This is an optimization exercise on Yosys and OpenROAD, whose aim is small area, not a production implementation.
Function was checked by simulation only, so behaviour that the tests miss may differ from the original.
No driver is modelled on the clock port, so clock power and skew are understated where the tree is cut down; a real chip needs a root buffer or a tree.
Power is estimated from default activity; no workload was simulated.

==> flow/design.v <==
module lift_go_to_target (
    input  wire clk,
    input  wire rst,
    input  wire btn_set,
    input  wire [3:0] sw,
    output wire [14:0] leds,
    output reg  [3:0] floor,
    output reg  [3:0] target_floor,
    output reg  door_open
);
    localparam [8:0] P_END    = 9'd55;
    localparam [8:0] P_START  = 9'd110;
    localparam [8:0] P_START1 = 9'd220;
    localparam [8:0] P_MASK   = 9'd341;
    reg b0, b1;
    always @(posedge clk) begin
        b0 <= btn_set;
        b1 <= b0;
    end
    wire set_pulse = b0 & ~b1;
    reg [3:0] g;
    reg       stepped;       
    reg       sb;            
    wire      rst_d   = ~stepped & sb;
    wire      step_up = sb;
    wire [3:0] gtog;
    assign gtog[0] = 1'b1;
    assign gtog[1] = ~(g[0] ^ step_up);
    assign gtog[2] = gtog[1] & ~(g[1] ^ step_up);
    assign gtog[3] = gtog[2] & ~(g[2] ^ step_up);
    always @(*) floor = {4{~rst_d}} & (g ^ ({4{stepped}} & gtog));
    reg [8:0] pq;
    reg [3:0] hv;            
    reg [3:0] w;             
    wire [8:0] p = pq ^ P_MASK;
    wire [3:0] dif = floor ^ target_floor;
    wire at_target = ~|dif;
    wire below = (dif[3] & target_floor[3]) |
                 (~dif[3] & dif[2] & target_floor[2]) |
                 (~dif[3] & ~dif[2] & dif[1] & target_floor[1]) |
                 (~dif[3] & ~dif[2] & ~dif[1] & target_floor[0]);
    wire p_end    = (p == P_END);
    wire [8:0] p_step = {p[7:0], p[8] ^ p[4] ^ p_end};
    wire f_zero   = ~|floor;
    wire hv_last  = f_zero ? (hv == 4'd1) : floor[0] ? (hv == 4'd7) : (hv == 4'd13);
    wire grp_end  = p_end & hv_last;
    wire door_end = grp_end & ~|w[3:1];
    wire arrival    = at_target & stepped;
    wire first_move = ~at_target & door_open;   
    wire move_step  = ~at_target & ~door_open & p_end;
    reg [8:0] p_nx;
    always @(*) begin
        if (arrival)                         p_nx = P_END;      
        else if (at_target & ~door_open)     p_nx = P_START;    
        else if (first_move)                 p_nx = P_START1;
        else                                 p_nx = p_step;     
    end
    always @(posedge clk) begin
        if (rst) target_floor <= 4'd0;
        else if (set_pulse) target_floor <= sw;
    end
    always @(posedge clk) begin
        g <= floor;
        sb <= rst | (move_step & below);
        pq <= p_nx ^ P_MASK;
        if (arrival) begin
            hv <= 4'd15;
            w <= floor;
        end else begin
            if (p_end) hv <= hv_last ? 4'd0 : hv + 4'd1;
            if (grp_end) w <= w - 4'd1;
        end
        if (rst) begin
            stepped <= 1'b0;
            door_open <= 1'b0;
        end else begin
            stepped <= move_step;
            door_open <= at_target & (stepped | (door_open & ~door_end));
        end
    end
    genvar i;
    generate for (i = 0; i < 15; i = i + 1) begin : g_leds
        assign leds[i] = (g == i);
    end endgenerate
endmodule
module sevenseg_display (
    input  wire clk,
    input  wire rst,
    input  wire music_en,
    input  wire door_open,
    output reg  [6:0] seg,
    output reg  [3:0] an
);
    localparam BLANK = 7'b1111111;
    localparam NSEG  = 7'b0101011;
    localparam OSEG  = 7'b1000000;
    localparam CSEG  = 7'b1000110;
    localparam [13:0] R_MASK = 14'd5461;
    reg [13:0] rq;
    wire [13:0] r = rq ^ R_MASK;
    reg [1:0]  digit;
    wire low_zero = ~|r[12:0];
    wire wrap     = low_zero & ~r[13];
    wire [13:0] r_nx = rst ? 14'd1 : {r[12:0], r[13] ^ r[4] ^ r[2] ^ r[0] ^ low_zero};
    always @(posedge clk) begin
        rq <= r_nx ^ R_MASK;
        if (rst) digit <= 2'd0;
        else digit <= wrap ? {digit[0], ~digit[1]} : digit;
    end
    always @(*) begin
        case (digit)
            2'd0: begin an = 4'b1110; seg = music_en ? NSEG : BLANK; end
            2'd1: begin an = 4'b1101; seg = door_open ? OSEG : CSEG; end
            default: begin an = 4'b1111; seg = BLANK; end
        endcase
    end
endmodule
module top_lift_with_doors (
    input  wire clk,
    input  wire rst,
    input  wire btn_set,
    input  wire [3:0] sw,
    output wire [14:0] leds,
    output wire [6:0] seg,
    output wire [3:0] an
);
    wire [3:0] floor;
    wire [3:0] target_floor;
    wire       door_open;
    lift_go_to_target lift_inst (
        .clk(clk), .rst(rst), .btn_set(btn_set), .sw(sw),
        .leds(leds), .floor(floor), .target_floor(target_floor),
        .door_open(door_open)
    );
    wire music_en = (floor != 4'd0 && floor != 4'd14);
    sevenseg_display sseg (
        .clk(clk), .rst(rst), .music_en(music_en), .door_open(door_open),
        .seg(seg), .an(an)
    );
endmodule
Settings: LEC_CHECK=0, CAP_MARGIN=20, CORE_MARGIN=2, CORE_UTILIZATION=50, SLEW_MARGIN=20; clock period 10.0 ns.
standard.sh (not shown) runs the stock make flow with config.mk's settings and CLKGATE_MAP_FILE= SYNTH_SCRIPT=/design/flow/synth_recipe.tcl, a recipe that flattens the netlist after the stock synthesis.
==> flow/flow/run.sh <==
#!/bin/bash
# Layout flow: the standard ORFS flow (standard.sh) with these changes.
#  1. Synthesis is the standard flow's own synthesis script (synth_recipe.tcl) unchanged,
#     except that its ABC mapping step maps the same netlist with several
#     area-oriented ABC scripts (written below into abc/) and keeps the
#     smallest mapping (flow/area_abc.tcl). Registers are mapped before ABC,
#     so they are exactly the standard synthesis's.
#  2. Port buffers use the smallest buffer cell (buf_1): every port still
#     gets its own buffer.
set -o pipefail
here=$(pwd)
mkdir -p abc
pre=("" "dc2" "balance;resub -K 6;rewrite;resub -K 8;refactor;balance" "ifraig" "dc2;dc2"
     "balance;rewrite;refactor;balance;rewrite -z;refactor -z")
map=("dch -f;amap" "dch -f;map -a" "&get -n;&dch -f;&nf -R 1000;&put" "dch;amap" "amap"
     "dch -f;map -a;amap")
i=0
for p in "${pre[@]}"; do
  for m in "${map[@]}"; do
    i=$((i + 1))
    { echo strash; [ -n "$p" ] && echo "$p" | tr ';' '\n'; echo "$m" | tr ';' '\n'
      echo topo; echo "stime -c"; } > abc/s$(printf %02d $i).script
  done
done
cat flow/area_abc.tcl synth_recipe.tcl > synth_area.tcl
export AREA_ABC_SCRIPTS="$(ls $here/abc/*.script | tr '\n' ' ')"
bash standard.sh SYNTH_SCRIPT=$here/synth_area.tcl synth > synth.log 2>&1 || exit 1
export LEAF_MAX_SLEW=${LEAF_MAX_SLEW:-0.100}
bash standard.sh \
  POST_CTS_TCL=$here/flow/leaf_tree.tcl \
  BUFFER_PORTS_ARGS="-buffer_cell sky130_fd_sc_hd__buf_1" \
  CTS_ARGS="-sink_clustering_enable -repair_clock_nets -dont_use_dummy_load -buf_list sky130_fd_sc_hd__clkbuf_8" \
  finish > layout.log 2>&1
Other scripts of this flow, unchanged in this note and not shown: flow/flow/area_abc.tcl, flow/flow/leaf_tree.tcl
The starting point completed without violations.
Change:
--- a/flow/config.mk
+++ b/flow/config.mk
@@ -10,2 +10,3 @@
 export CORE_UTILIZATION = 50
+export PLACE_DENSITY = 0.9
 export SLEW_MARGIN = 20
Sequential power is about the same.
Via count came out higher by 6.7%.
Routed wire length came out higher by 7.7%.
First-iteration DRC count came out lower by 28%.
Combinational power came out higher by about 5%.
Cell count does not change.
Power came out higher by 0.31%.
Global-route usage came out higher by 0.30 points.
Change:
--- a/flow/config.mk
+++ b/flow/config.mk
@@ -10,3 +10,2 @@
 export CORE_UTILIZATION = 50
-export PLACE_DENSITY = 0.9
 export SLEW_MARGIN = 20
Result: The changed run produced a clean layout. Synthesized area stays the same. Design area stays the same. Utilization does not change. Worst setup slack gets better by 0.043 ns. Wire length came out lower by about 7%. Via count shrinks by 6.3%. Combinational power fell by about 5%.
In every run of this note, the design's own scripts or RTL, not TritonCTS, make the clock network.

## wip/quartz
Another version of the RTL of top_lift_with_doors (not shown whole).
Size in the first run: about 240 cells after synthesis, ~49 flip-flops, about 33 I/O pins, about 0.0020 mm^2 of cells after synthesis.
Design top_lift_with_doors, start of the top module:
module top_lift_with_doors (
    input  wire clk,
    input  wire rst,
    input  wire btn_set,
    input  wire [3:0] sw,
    output wire [14:0] leds,
    output wire [6:0] seg,
    output wire [3:0] an
);
export LEC_CHECK = 0
export CAP_MARGIN = 20
export CORE_MARGIN = 2
export CORE_UTILIZATION = 65
export SLEW_MARGIN = 20
create_clock -name core_clock -period 10.0 [get_ports {clk}]
==> flow/flow/run.sh <==
#!/bin/bash
# Layout flow: the standard ORFS flow with three changes.
#  1. Synthesis is the standard flow's own synthesis script unchanged, except that the
#     ABC mapping step uses flow/abc_area.script (area-oriented mapping)
#     instead of ORFS's speed script. Registers are mapped before ABC, so
#     they are exactly the standard synthesis's.
#  2. Port buffers use the smallest buffer cell (buf_1).
#  3. Clock tree: a single clock buffer drives every register (CTS builds
#     the tree, flow/one_clkbuf.tcl then folds it into its root buffer).
# Each step's full output goes to its own log file in this folder.
set -o pipefail
here=$(pwd)
{
  cat <<'T'
proc abc {args} {
  set i [lsearch -exact $args -script]
  if { $i >= 0 } { lset args [expr {$i + 1}] $::env(AREA_ABC_SCRIPT) }
  yosys abc {*}$args
}
T
  cat synth_recipe.tcl
} > synth_area.tcl
export AREA_ABC_SCRIPT=$here/flow/abc_area.script
bash standard.sh SYNTH_SCRIPT=$here/synth_area.tcl synth > synth.log 2>&1 || exit 1
export LEAF_COUNT=3 LEAF_CELL=sky130_fd_sc_hd__clkbuf_8
bash standard.sh \
  POST_CTS_TCL=$here/flow/leaf_tree.tcl \
  BUFFER_PORTS_ARGS="-buffer_cell sky130_fd_sc_hd__buf_1" \
  CTS_ARGS="-sink_clustering_enable -repair_clock_nets -dont_use_dummy_load -buf_list sky130_fd_sc_hd__clkbuf_8" \
  finish > layout.log 2>&1
==> flow/flow/leaf_tree.tcl <==
set block [ord::get_db_block]
set k $::env(LEAF_COUNT)
set root ""
set leaves {}
foreach inst [$block getInsts] {
  set name [$inst getName]
  if { [string match "clkbuf_0_*" $name] } { set root $inst } elseif { [string match "clkbuf_*" $name] } { lappend leaves $inst }
}
if { $root ne "" && [llength $leaves] >= $k } {
  set clknet [[$root findITerm A] getNet]
  # clock sinks
  set sinks {}
  foreach leaf $leaves {
    foreach it [[[$leaf findITerm X] getNet] getITerms] {
      if { [$it getInst] ne $leaf } { lappend sinks $it }
    }
  }
  set xs {}; set ys {}
  foreach it $sinks {
    set bb [[$it getInst] getBBox]
    lappend xs [expr {([$bb xMin] + [$bb xMax]) / 2.0}]
    lappend ys [expr {([$bb yMin] + [$bb yMax]) / 2.0}]
  }
  set n [llength $sinks]
  # k-means, seeded with sinks spread along the sorted x order
  set order [lsort -real -indices $xs]
  set cx {}; set cy {}
  for {set c 0} {$c < $k} {incr c} {
    set s [lindex $order [expr {int(($c + 0.5) * $n / $k)}]]
    lappend cx [lindex $xs $s]; lappend cy [lindex $ys $s]
  }
  for {set iter 0} {$iter < 50} {incr iter} {
    set asg {}
    for {set i 0} {$i < $n} {incr i} {
      set best 0; set bd 1e30
      for {set c 0} {$c < $k} {incr c} {
        set d [expr {abs([lindex $xs $i] - [lindex $cx $c]) + abs([lindex $ys $i] - [lindex $cy $c])}]
        if { $d < $bd } { set bd $d; set best $c }
      }
      lappend asg $best
    }
    set nx {}; set ny {}
    for {set c 0} {$c < $k} {incr c} {
      set sx 0.0; set sy 0.0; set m 0
      for {set i 0} {$i < $n} {incr i} {
        if { [lindex $asg $i] == $c } { set sx [expr {$sx + [lindex $xs $i]}]; set sy [expr {$sy + [lindex $ys $i]}]; incr m }
      }
      if { $m > 0 } { lappend nx [expr {$sx / $m}]; lappend ny [expr {$sy / $m}] } else { lappend nx [lindex $cx $c]; lappend ny [lindex $cy $c] }
    }
    set cx $nx; set cy $ny
  }
  # disconnect everything from the old tree
  foreach it $sinks { $it disconnect }
  set oldnets {}
  foreach b [concat [list $root] $leaves] {
    lappend oldnets [[$b findITerm X] getNet]
    [$b findITerm A] disconnect
    [$b findITerm X] disconnect
  }
  foreach b [lrange $leaves $k end] { odb::dbInst_destroy $b }
  odb::dbInst_destroy $root
  foreach net $oldnets { odb::dbNet_destroy $net }
  set master [[ord::get_db] findMaster $::env(LEAF_CELL)]
  for {set c 0} {$c < $k} {incr c} {
    set b [lindex $leaves $c]
    $b swapMaster $master
    set net [odb::dbNet_create $block "clknet_leaf_$c"]
    $net setSigType CLOCK
    [$b findITerm A] connect $clknet
    [$b findITerm X] connect $net
    $b setLocation [expr {int([lindex $cx $c])}] [expr {int([lindex $cy $c])}]
    $b setPlacementStatus PLACED
    for {set i 0} {$i < $n} {incr i} {
      if { [lindex $asg $i] == $c } { [lindex $sinks $i] connect $net }
    }
  }
  $clknet setNonDefaultRule NULL
  puts "leaf_tree: $k leaf buffers for $n clock sinks"
  detailed_placement
  estimate_parasitics -placement
  repair_timing -hold -verbose
  detailed_placement
  check_placement -verbose
  report_clock_skew
}
Other scripts of this flow, unchanged in this note and not shown: flow/flow/abc_area.script, flow/flow/drop_root.tcl, flow/flow/one_clkbuf.tcl
> inputs changed (wip/quartz -> wip/fjord)
diff --git a/flow/flow/run.sh b/flow/flow/run.sh
--- a/flow/flow/run.sh
+++ b/flow/flow/run.sh
@@ -23,5 +23,5 @@
 export AREA_ABC_SCRIPT=$here/flow/abc_area.script
 bash standard.sh SYNTH_SCRIPT=$here/synth_area.tcl synth > synth.log 2>&1 || exit 1
-export LEAF_COUNT=3 LEAF_CELL=sky130_fd_sc_hd__clkbuf_8
+export LEAF_COUNT=2 LEAF_CELL=sky130_fd_sc_hd__clkbuf_16
 bash standard.sh \
   POST_CTS_TCL=$here/flow/leaf_tree.tcl \
## What came out
The total routing resource utilization after global routing in wip/fjord sits 0.18 points below the value recorded for wip/quartz. Compared wip/fjord against wip/quartz; portion of the clock cycle consumed by the worst path in the final layout within noise. The run showing the greater global routing usage on met2 is wip/fjord. Post-layout worst setup margin: wip/fjord better than wip/quartz.
#### Input delta (wip/garnet over wip/fjord)
diff --git a/flow/flow/run.sh b/flow/flow/run.sh
--- a/flow/flow/run.sh
+++ b/flow/flow/run.sh
@@ -23,5 +23,5 @@
 export AREA_ABC_SCRIPT=$here/flow/abc_area.script
 bash standard.sh SYNTH_SCRIPT=$here/synth_area.tcl synth > synth.log 2>&1 || exit 1
-export LEAF_COUNT=2 LEAF_CELL=sky130_fd_sc_hd__clkbuf_16
+export LEAF_COUNT=4 LEAF_CELL=sky130_fd_sc_hd__clkbuf_4
 bash standard.sh \
   POST_CTS_TCL=$here/flow/leaf_tree.tcl \
Notes after the runs:
Against wip/fjord, wip/garnet comes in 0.51% higher on total number of vias. When the final numbers for wip/garnet and wip/fjord were put side by side, the switching portion of total power turned out to be smaller in wip/fjord. Re fraction of standard cell area that is sequential: wip/garnet is 0.45 points up on wip/fjord. Changes observed in wip/garnet relative to wip/fjord: part of the power in combinational logic shows an increase of 0.5 points, global-route track usage on met2 shows a reduction of 0.63 points.

Setup of run a:
top_lift_with_doors again, from the RTL that the note above started with.
Settings: LEC_CHECK=0, CAP_MARGIN=20, CORE_MARGIN=2, CORE_UTILIZATION=65, SLEW_MARGIN=20; clock period 10.0 ns.
==> flow/flow/run.sh <==
#!/bin/bash
# Layout flow: the standard ORFS flow with three changes.
#  1. Synthesis is the standard flow's own synthesis script unchanged, except that the
#     ABC mapping step uses flow/abc_area.script (area-oriented mapping)
#     instead of ORFS's speed script. Registers are mapped before ABC, so
#     they are exactly the standard synthesis's.
#  2. Port buffers use the smallest buffer cell (buf_1).
#  3. Clock tree: no dummy loads, clkbuf_8 only.
# Each step's full output goes to its own log file in this folder.
set -o pipefail
here=$(pwd)
{
  cat <<'T'
proc abc {args} {
  set i [lsearch -exact $args -script]
  if { $i >= 0 } { lset args [expr {$i + 1}] $::env(AREA_ABC_SCRIPT) }
  yosys abc {*}$args
}
T
  cat synth_recipe.tcl
} > synth_area.tcl
export AREA_ABC_SCRIPT=$here/flow/abc_area.script
bash standard.sh SYNTH_SCRIPT=$here/synth_area.tcl synth > synth.log 2>&1 || exit 1
bash standard.sh \
  BUFFER_PORTS_ARGS="-buffer_cell sky130_fd_sc_hd__buf_1" \
  CTS_ARGS="-sink_clustering_enable -repair_clock_nets -dont_use_dummy_load -buf_list sky130_fd_sc_hd__clkbuf_8" \
  finish > layout.log 2>&1
==> flow/flow/abc_area.script <==
strash
dch -f
amap
strash
dch -f
amap
topo
stime -c
### run a -> run b
==> flow/flow/run.sh <==
#!/bin/bash
# Standard ORFS layout with smaller port buffers and a flatter clock tree.
set -o pipefail
bash standard.sh \
  BUFFER_PORTS_ARGS="-buffer_cell sky130_fd_sc_hd__buf_1" \
  CTS_ARGS="-sink_clustering_enable -repair_clock_nets -dont_use_dummy_load -buf_list sky130_fd_sc_hd__clkbuf_8 -sink_clustering_size 64 -sink_clustering_max_diameter 300" \
  finish > standard.log 2>&1
removed: flow/flow/abc_area.script
Results
Run b: PASS, flow complete, no timing, DRC or antenna violations
STATUS final instance area: run b loses against run a
Changes observed in run b relative to run a: share of power burned in registers decreased by 1.5 points relative to the old numbers; fraction of power consumed by the clock network closely matched the old numbers.

-- static timing again, ports no longer ideal --
In the flow no input, the clock included, has a driving cell. The finished layouts below were timed again as built, in two steps.
Step 1 assumes that a clkbuf_16 drives the clock port and a buf_2 every other input.
Step 2, shift: input delay + t, output delay - t, t = (earliest + latest rising clock arrival at the registers) / 2. This alone moves slack from input paths to output paths.
Three values: ideal ports, drivers, drivers and shift; two values: the first two.
run | t (ns) | setup slack, ns | hold slack, ns | worst setup path after step 2 | slew at the worst register clock pin (ns)
the first run of note 1 | 0.189 | 5.195 / 5.153 / 5.342 | 0.347 / 0.347 / 0.347 | register to output | 0.09 / 0.09
the second run of note 1 | 0.192 | 5.151 / 5.107 / 5.289 | 0.353 / 0.353 / 0.353 | register to register | 0.09 / 0.09
the third run of note 1 | 0.189 | 5.195 / 5.153 / 5.342 | 0.347 / 0.347 / 0.347 | register to output | 0.09 / 0.09
wip/quartz | 0.198 | 6.431 / 6.385 / 6.582 | 0.351 / 0.351 / 0.351 | register to output | 0.10 / 0.10
wip/fjord | 0.194 | 6.437 / 6.393 / 6.587 | 0.350 / 0.350 / 0.350 | register to output | 0.10 / 0.10
wip/garnet | 0.212 | 6.412 / 6.366 / 6.578 | 0.355 / 0.355 / 0.355 | register to output | 0.12 / 0.12
run a | 0.305 | 6.299 / 6.275 / 6.581 | 0.349 / 0.349 / 0.349 | register to output | 0.08 / 0.08
run b | 0.316 | 6.235 / 6.209 / 6.525 | 0.348 / 0.348 / 0.348 | register to output | 0.08 / 0.08
After both steps every run listed still meets setup and hold.
